What follows belongs to an exercise in optimizing a design on an open flow for small area, a short achievable clock period and few clock cycles per item; a production flow would make more cautious choices.
In this exercise RTL edits were held to simulation tests only and were not proved equivalent to the original.

--- flow/constraint.sdc ---
create_clock -name core_clock -period 15.0 [get_ports {clk}]
set_input_delay 3.0000 -clock core_clock [delete_from_list [all_inputs] [get_ports {clk}]]
set_output_delay 3.0000 -clock core_clock [all_outputs]
set_load 0.01 [all_outputs]
--- flow/design.v ---
module B2BCD_IP #(parameter WIDTH = 4, parameter DIGIT = 2)(
    Binary_code,
    BCD_code
);
input  [WIDTH-1: 0]   Binary_code;
output [4*DIGIT-1: 0]    BCD_code;
wire [4*DIGIT-1: 0] shift_result [2:WIDTH-1];
wire [4*DIGIT-1: 0]   add_result [2:WIDTH-2];
genvar i, j;
generate
    for(i=2; i<WIDTH; i=i+1)begin : loop_shift
        if(i==2)begin
            assign shift_result[i] = {{(4*DIGIT-3){1'b0}}, Binary_code[WIDTH-1 : WIDTH-3]};
        end
        else begin
            assign shift_result[i] = {add_result[i-1][4*DIGIT-2: 0], Binary_code[WIDTH-i-1]};
        end   
    end
    for(i=2; i<WIDTH-1; i=i+1)begin : loop_add1
        for(j=0; j<DIGIT; j=j+1)begin
            assign add_result[i][4*j+3:4*j] = (shift_result[i][4*j+3:4*j] > 4)? shift_result[i][4*j+3:4*j] + 3 : shift_result[i][4*j+3:4*j]; 
        end      
    end
endgenerate
assign BCD_code = shift_result[WIDTH-1];
endmodule
module UT_TOP (
    clk, 
    rst_n, 
    in_valid, 
    in_time,
    out_valid, 
    out_display, 
    out_day
);
input        clk, rst_n, in_valid;
input [30:0] in_time;
output reg       out_valid;
output reg [3:0] out_display;
output reg [2:0] out_day;
reg  [3:0]  current_state, next_state;
parameter IDLE       = 4'd0  ;
parameter INPUT      = 4'd1  ;
parameter CAL_16YEAR = 4'd2  ;
parameter CAL_4YEAR  = 4'd3  ;
parameter CAL_YEAR   = 4'd4  ;
parameter CAL_MONTH  = 4'd5  ;
parameter CAL_DAY    = 4'd6  ;
parameter CAL_4HOUR  = 4'd7  ;
parameter CAL_HOUR   = 4'd8  ;
parameter CAL_15MIN  = 4'd9  ;
parameter CAL_MIN    = 4'd10 ;
parameter CAL_SEC    = 4'd11 ;
parameter OUT        = 4'd12 ;
parameter time_16years      = 31'd504921600;   
parameter time_4years       = 31'd126230400;   
parameter time_common_years = 31'd31536000;    
parameter time_leap_years   = 31'd31622400;    
parameter time_odd_month    = 31'd2678400;     
parameter time_even_month   = 31'd2592000;     
parameter time_leap_month   = 31'd2505600;     
parameter time_com_month    = 31'd2419200;     
parameter time_day          = 31'd86400;       
parameter time_4hour        = 31'd14400;       
parameter time_hour         = 31'd3600;        
parameter time_15minute     = 31'd900;         
parameter time_minute       = 31'd60;          
reg [3:0] counter;
reg [30:0] in_time_reg;
reg leap;
reg [10:0] year;
reg [3:0]  month;
reg [4:0]  day;
reg [4:0]  hour;
reg [5:0]  minute;
reg [5:0]  second;
wire [10:0] temp_year;
wire [3:0]  temp_month;
wire [2:0]  week;
reg  [10:0] Binary_code;
wire [15:0] BCD_code;
assign temp_year =  (month < 3)? year-1 : year;
assign temp_month = (month < 3)? month + 12 : month;
assign week = (day + 2*temp_month + 3*(temp_month + 1)/5 + temp_year + temp_year/4 - temp_year/100 + temp_year/400 + 1) % 7;
B2BCD_IP #(11, 4) I_B2BCD_IP ( .Binary_code(Binary_code), .BCD_code(BCD_code) );
always @(*)begin
    case (counter)
        0 : Binary_code = year; 
        1 : Binary_code = year;
        2 : Binary_code = year;
        3 : Binary_code = year;
        4 : Binary_code = {7'b0, month};
        5 : Binary_code = {7'b0, month};
        6 : Binary_code = {6'b0, day};
        7 : Binary_code = {6'b0, day};
        8 : Binary_code = {6'b0, hour};
        9 : Binary_code = {6'b0, hour};
        10: Binary_code = {5'b0, minute};
        11: Binary_code = {5'b0, minute};
        12: Binary_code = {5'b0, second};
        13: Binary_code = {5'b0, second};  
        default: Binary_code = year;
    endcase
end
always @(*) begin
    leap = (year[1:0] == 2'b00)? 1: 0;
end
always @(posedge clk or negedge rst_n) begin
    if(!rst_n)begin
        in_time_reg <= 0;
    end
    else if(in_valid)begin
        in_time_reg <= in_time;
    end
    else if(next_state == CAL_16YEAR)begin
        in_time_reg <= (in_time_reg < time_16years)? in_time_reg : in_time_reg - time_16years;
    end
    else if(next_state == CAL_4YEAR)begin
        in_time_reg <= (in_time_reg < time_4years)? in_time_reg : in_time_reg - time_4years;
    end
    else if(next_state == CAL_YEAR)begin
        if(leap)
            in_time_reg <= (in_time_reg < time_leap_years)? in_time_reg : in_time_reg - time_leap_years;
        else
            in_time_reg <= (in_time_reg < time_common_years)? in_time_reg : in_time_reg - time_common_years;
    end
    else if(next_state == CAL_MONTH)begin
        if(month == 2 && leap) 
            in_time_reg <= (in_time_reg < time_leap_month)? in_time_reg: in_time_reg - time_leap_month;
        else if(month == 2 && !leap) 
            in_time_reg <= (in_time_reg < time_com_month)? in_time_reg: in_time_reg - time_com_month;
        else if(month == 1 || month == 3 || month == 5  || month == 7 || month == 8 || month == 10 || month == 12) 
            in_time_reg <= (in_time_reg < time_odd_month)? in_time_reg: in_time_reg - time_odd_month;
        else 
            in_time_reg <= (in_time_reg < time_even_month)? in_time_reg: in_time_reg - time_even_month;
    end
    else if(next_state == CAL_DAY)begin
        in_time_reg <= (in_time_reg < time_day)? in_time_reg: in_time_reg - time_day;
    end
    else if(next_state == CAL_4HOUR)begin
        in_time_reg <= (in_time_reg < time_4hour)? in_time_reg: in_time_reg - time_4hour;
    end
    else if(next_state == CAL_HOUR)begin
        in_time_reg <= (in_time_reg < time_hour)? in_time_reg: in_time_reg - time_hour;
    end
    else if(next_state == CAL_15MIN)begin
        in_time_reg <= (in_time_reg < time_15minute)? in_time_reg: in_time_reg - time_15minute;
    end
    else if(next_state == CAL_MIN)begin
        in_time_reg <= (in_time_reg < time_minute)? in_time_reg: in_time_reg - time_minute;
    end
end
always @(posedge clk or negedge rst_n) begin
    if(!rst_n)begin
        year <= 'd1970;
    end
    else if(next_state == CAL_16YEAR)begin
        year <= (in_time_reg < time_16years)? year: year + 'd16;
    end
    else if(next_state == CAL_4YEAR)begin
        year <= (in_time_reg < time_4years)? year: year + 'd4;
    end
    else if(next_state == CAL_YEAR)begin
        if(leap)
            year <= (in_time_reg < time_leap_years)? year: year + 'd1;
        else
            year <= (in_time_reg < time_common_years)? year: year + 'd1;
    end
    else if(next_state == IDLE)begin
        year <= 'd1970;
    end
end
always @(posedge clk or negedge rst_n) begin
    if(!rst_n)begin
        month <= 'd1;
    end
    else if(next_state == CAL_MONTH)begin
        if(month == 2 && leap) 
            month <= (in_time_reg < time_leap_month)? month: month + 'd1;
        else if(month == 2 && !leap) 
            month <= (in_time_reg < time_com_month)? month: month + 'd1;
        else if(month == 1 || month == 3 || month == 5  || month == 7 || month == 8 || month == 10 || month == 12)
            month <= (in_time_reg < time_odd_month)? month: month + 'd1;
        else 
            month <= (in_time_reg < time_even_month)? month: month + 'd1;
    end
    else if(next_state == IDLE)begin
        month <= 'd1;
    end
end
always @(posedge clk or negedge rst_n) begin
    if(!rst_n)begin
        day <= 'd1;
    end
    else if(next_state == CAL_DAY)begin
        day <= (in_time_reg < time_day)? day : day + 'd1;
    end
    else if(next_state == IDLE)begin
        day <= 'd1;
    end
end
always @(posedge clk or negedge rst_n) begin
    if(!rst_n)begin
        hour <= 'd0;
    end
    else if(next_state == CAL_4HOUR)begin
        hour <= (in_time_reg < time_4hour)? hour : hour + 'd4;
    end
    else if(next_state == CAL_HOUR)begin
        hour <= (in_time_reg < time_hour)? hour : hour + 'd1;
    end
    else if(next_state == IDLE)begin
        hour <= 'd0;
    end
end
always @(posedge clk or negedge rst_n) begin
    if(!rst_n)begin
        minute <= 'd0;
    end
    else if(next_state == CAL_15MIN)begin
        minute <= (in_time_reg < time_15minute)? minute : minute + 'd15;
    end
    else if(next_state == CAL_MIN)begin
        minute <= (in_time_reg < time_minute)? minute : minute + 'd1;
    end
    else if(next_state == IDLE)begin
        minute <= 'd0;
    end
end
always @(*)begin
    second = in_time_reg[5:0];
end
always @(posedge clk or negedge rst_n) begin
    if(!rst_n)begin
        counter <= 'd0;
    end
    else if(next_state == OUT)begin
        counter <= counter + 1;
    end
    else if(next_state == IDLE)begin
        counter <= 'd0;
    end
end
always@(posedge clk or negedge rst_n)begin
    if(!rst_n)begin
        current_state <= IDLE;
    end
    else begin
        current_state <= next_state;
    end
end
always@(*)begin
    if(!rst_n)
        next_state = IDLE ;
    else begin
        case(current_state)
        IDLE:
            next_state = (!in_valid)? IDLE : INPUT;
        INPUT:
            next_state = CAL_16YEAR;
        CAL_16YEAR:
            next_state = (in_time_reg < time_16years)? CAL_4YEAR : CAL_16YEAR;
        CAL_4YEAR:
            next_state = (in_time_reg < time_4years)? CAL_YEAR : CAL_4YEAR;
        CAL_YEAR:begin
            if(leap) 
                next_state = (in_time_reg < time_leap_years)? CAL_MONTH : CAL_YEAR;
            else 
                next_state = (in_time_reg < time_common_years)? CAL_MONTH : CAL_YEAR;
        end
        CAL_MONTH:begin
            if(month == 2 && leap) 
                next_state = (in_time_reg < time_leap_month)? CAL_DAY : CAL_MONTH;
            else if(month == 2 && !leap) 
                next_state = (in_time_reg < time_com_month)? CAL_DAY : CAL_MONTH;
            else if(month == 1 || month == 3 || month == 5  || month == 7 || month == 8 || month == 10 || month == 12) 
                next_state = (in_time_reg < time_odd_month)? CAL_DAY : CAL_MONTH;
            else 
                next_state = (in_time_reg < time_even_month)? CAL_DAY : CAL_MONTH;
        end 
        CAL_DAY:
            next_state = (in_time_reg < time_day)? CAL_4HOUR : CAL_DAY;  
        CAL_4HOUR:
            next_state = (in_time_reg < time_4hour)? CAL_HOUR : CAL_4HOUR;
        CAL_HOUR:
            next_state = (in_time_reg < time_hour)? CAL_15MIN : CAL_HOUR;
        CAL_15MIN:
            next_state = (in_time_reg < time_15minute)? CAL_MIN : CAL_15MIN;
        CAL_MIN:
            next_state = (in_time_reg < time_minute)? OUT : CAL_MIN;
        OUT:
            next_state = (counter == 14)? IDLE : OUT;
        default :
            next_state = IDLE ;
        endcase
    end
end
always @(posedge clk or negedge rst_n) begin
    if (!rst_n) out_valid <= 'd0;
    else if(next_state == OUT) out_valid <= 'd1;
	else out_valid <= 'd0; 
end
always @(posedge clk or negedge rst_n) begin
	if (!rst_n) out_display <= 'd0;
    else if(next_state == OUT)begin
        case (counter)
            0 : out_display <= BCD_code[15:12];
            1 : out_display <= BCD_code[11:8];
            2 : out_display <= BCD_code[7:4];
            3 : out_display <= BCD_code[3:0];
            4 : out_display <= BCD_code[7:4];
            5 : out_display <= BCD_code[3:0];
            6 : out_display <= BCD_code[7:4];
            7 : out_display <= BCD_code[3:0];
            8 : out_display <= BCD_code[7:4];
            9 : out_display <= BCD_code[3:0];
            10: out_display <= BCD_code[7:4];
            11: out_display <= BCD_code[3:0];
            12: out_display <= BCD_code[7:4];
            13: out_display <= BCD_code[3:0];
        endcase
    end 
	else out_display <= 'd0;
end
always @(posedge clk or negedge rst_n) begin
	if (!rst_n) out_day <= 'd0;
    else if(next_state == OUT) out_day <= week;
	else out_day <= 'd0;
end
endmodule
--- flow/config.mk ---
export PLATFORM = sky130hd
export DESIGN_NAME = UT_TOP
export DESIGN_NICKNAME = UT_TOP
export VERILOG_FILES = /design/flow/design.v
export SDC_FILE = /design/flow/constraint.sdc
export NUM_CORES = 4
export LEC_CHECK = 0
export CAP_MARGIN = 20
export CORE_MARGIN = 2
export CORE_UTILIZATION = 40
export SLEW_MARGIN = 20
--- flow/run.sh ---
#!/bin/bash
# synth_recipe.tcl (not shown) runs the flow's synth.tcl, then flattens the netlist and writes it again
# the make line also repeats each setting of config.mk as NAME=value (left out here)
make -C /OpenROAD-flow-scripts/flow DESIGN_CONFIG=/design/flow/config.mk WORK_HOME=/design/flow/orfs CLKGATE_MAP_FILE= SYNTH_SCRIPT=/design/flow/synth_recipe.tcl finish
==> flow_summary.json <==
{
  "syn_inst": 2087,
  "path_buf_inv": 17,
  "drt_wl_total_microns": 50000,
  "worst_pin_slew_ps": 1200,
  "yosys_warnings": 2,
  "gp_congestion": 0.954,
  "finalInstanceArea_sq_um": 17400,
  "clk_pin_slew_worst_paths_ps": 70,
  "num_antenna_cells": 0,
  "path_class": "reg -> reg",
  "drc": 0,
  "grt.overflow.total": 0,
  "cts_made_buffers": 9,
  "synth-edff-count": 0,
  "synth-adder-area-share_pct": 14.7,
  "startpoint_type": "register",
  "r2r-end": "out_day[2]",
  "wire_per_inst_microns": 19.2,
  "placed_area_sq_um": 16000,
  "relSlewSlack_pct": 19.8,
  "start_util_pct": 40.6,
  "cpPeakStageDelay_ps": 590,
  "max_freq_mhz": 68.9,
  "cp_common_cell": "inv_2",
  "grt_max_degree": 56,
  "finalSetupViolCount": 0,
  "critical-path-top-delay-family": "compound AO/OA/AOI/OAI gates",
  "r2r-start": "month[2]",
  "cts_max_path_buffers": 2,
  "drt_iter0_markers": 1385,
  "synth_cell_types": 101,
  "drtPass1Iterations": 6,
  "finClkSkew_ps": 8.28,
  "cts_tree": "done",
  "die_width_microns": 197,
  "rows": 70,
  "largest_register_ffs": 31,
  "viasPerCell": 6.34,
  "hpwl_microns": 36700,
  "via_count": 16500,
  "syn_area_sq_um": 14900,
  "synth-simple-area-share_pct": 22.7,
  "yosys_register_bits": 78,
  "synth_xor_xnor_area_share_pct": 4.77,
  "fin_crit_sh_pct": 96.8,
  "ff2ff_path_depth": 72,
  "syn_nets": 2276,
  "slew_violations": 0,
  "htree_num_levels": 3,
  "synth_top_family_by_area": "compound AO/OA/AOI/OAI gates",
  "yosysSeqAreaShare_pct": 13.2,
  "layout.nets": 2316,
  "drive_gt1_share_pct": 15.1,
  "path_depth": 72,
  "grt_pass1_wl_microns": 80400,
  "synth-main-ff-cell": "dfrtp_1",
  "cp_slowest_cell": "or4_4",
  "min_to": "minute[5]",
  "ant_nets": 0,
  "grt_pass1_vias": 15600,
  "worstSkewPairLatency_ps": 370,
  "hold_viol_final": 0,
  "num_io_pins": 42,
  "ctsRootBufferMaster": "clkbuf_16",
  "syn_avg_cell_area_sq_um": 7.13,
  "endpoint_kind": "register",
  "die_y_microns": 197,
  "grtUsageTotal_pct": 25.3,
  "r2r_slack_ps": 490,
  "core_region_area_sq_um": 36600,
  "min_period_ps": 14510,
  "port_buffers": 41,
  "min_from": "minute[5]",
  "antenna_found_initial": 0,
  "async_flop_share_pct": 100,
  "status": "no timing/DRC/antenna violations",
  "fin_util_pct": 47.5,
  "cp.arrival_ps": 14770,
  "cp.required_ps": 15260,
  "dieArea_sq_um": 38700,
  "synth_compound_area_share_pct": 34.1,
  "cts.sinks": 78,
  "area_delta_synth_final_pct": 16.8,
  "synthMuxAreaShare_pct": 4.00,
  "max_cap_viol_count": 0,
  "min_path_cells": 1,
  "whs_ps": 479,
  "hold_path.class": "reg -> reg",
  "worstPathMaxFanout": 6
}
==> area by class of cell <==
class                   count  area, sq um
repair buffers            156         1330
clock buffers              10          229
inverters                 119          447
flip-flops and latches     78         1960
multi-input cells        1763        12700
well taps                 468          586
clock inverters             6         86.3
fillers                  3686        19200
==> cell usage after synthesis, types with 12 or more instances <==
cell | number | share of area (%)
nor4_1 | 19 | 0.80
a31oi_1 | 42 | 1.8
xor2_1 | 25 | 1.5
ha_1 | 132 | 11
o31ai_1 | 17 | 0.86
mux2_2 | 19 | 1.4
nand2b_1 | 23 | 0.97
nand4_1 | 16 | 0.67
or3_1 | 12 | 0.50
and3_1 | 27 | 1.1
a22oi_1 | 16 | 0.81
nor2_1 | 194 | 4.9
nor2b_1 | 23 | 0.97
dfrtp_1 | 69 | 12
clkbuf_1 | 108 | 2.7
o21a_1 | 14 | 0.71
nor3_1 | 64 | 2.2
o21ai_0 | 166 | 5.6
a211oi_1 | 22 | 1.1
nand3_1 | 80 | 2.7
mux2i_1 | 38 | 2.6
fa_1 | 23 | 3.1
a21oi_1 | 183 | 6.2
a21o_1 | 21 | 1.1
nand2_1 | 195 | 4.9
o22ai_1 | 37 | 1.6
and2_1 | 17 | 0.71
o211ai_1 | 24 | 1.2
inv_1 | 115 | 2.9
xnor2_1 | 56 | 3.3
==> worst register-to-register path, delay by kind of cell (launching register included) <==
kind | cells | cell delay (ps)
adders and majority gates | 12 | 3580
and+or+nand+nor | 16 | 3110
muxes | 3 | 690
buffers and inverters | 17 | 1840
AOI/OAI and AO/OA | 23 | 4600
DFF | 1 | 410
xor gates and xnor gates | 1 | 180
==> layer usage <==
metal | up-vias | track usage [%] | wire (microns)
met2 | 615 | 42.9 | 23800
met1 | 7864 | 32.3 | 21600
li1 | 7858 | - | -
met5 | - | 0 | 0
met4 | 0 | 9.94 | 1710
met3 | 142 | 3.71 | 2920
==> how the worst max path moves through the flow <==
stage          slack (ps)  startpoint    endpoint
2_1_floorplan          10    month[0]  out_day[2]
3_3_place_gp           40    month[2]  out_day[2]
3_5_place_dp         -320    month[2]  out_day[2]
4_1_cts                 8    month[0]  out_day[2]
5_1_grt              -100    month[2]  out_day[2]
6_report              490    month[2]  out_day[2]
==> placed cells by master (no fill, tap or decap), drive strengths merged, types with 25 or more instances in the layout <==
master,count
xor2,25
nor2,195
mux2i,38
xnor2,56
nand2,195
o211ai,28
clkdlybuf4s50,39
nor3,64
and3,27
buf,117
ha,132
dfrtp,69
nand3,80
inv,117
a31oi,42
o21ai,177
a21oi,183
o22ai,37
==> what timing repair did <==
item | 4_1_cts | 5_1_grt
endpoints found under the setup margin | 3 | 3
gates resized for setup | 28 | 114
hold buffers | 0 | 0
buffers inserted | 6 | 30
pin swaps | 9 | 47
==> cells by family after synthesis <==
family	Yosys count
flops	78
mux	57
simple gates	710
fa+ha+maj	163
buf+inv	246
xor+xnor	81
compound gates	752
==> per-stage QoR <==
stage / setup WS (ps) / instances / TNS (ps)
finish: 486 / 2600 / 0
global route: -100 / 2600 / -205
CTS: 8.09 / 2570 / 0
detailed placement: -324 / 2548 / -817
global placement: 38.8 / 2548 / 0
floorplan: 10.9 / 2087 / 0
Testbench counts, summed over its fixed seeds: cycles 132,079, items 2,400.

[separate check: timing with driven ports]
No port has a modelled driver above. Below, the same layout with a new extraction and two added sets of constraints.
Step 1 assumes that a clkbuf_16 drives the clock port and a buf_2 every other input.
Step 2, shift: input delay + t, output delay - t, t = (earliest + latest rising clock arrival at the registers) / 2. This alone moves slack from input paths to output paths.
Slacks: no drivers / after step 1 / after step 2; pairs: no drivers / after step 1.
t, ns: 0.424
setup slack, ns: 0.486 / 0.486 / 0.486
hold WS [ns]: 0.479 / 0.479 / 0.479
worst setup path at the end: register to register
slew at the worst register clock pin (ns): 0.07 / 0.07
After both steps setup and hold are still met in this run. For this run, drivers alone change the setup slack by 0.000 ns; drivers and shift together by 0.000 ns.
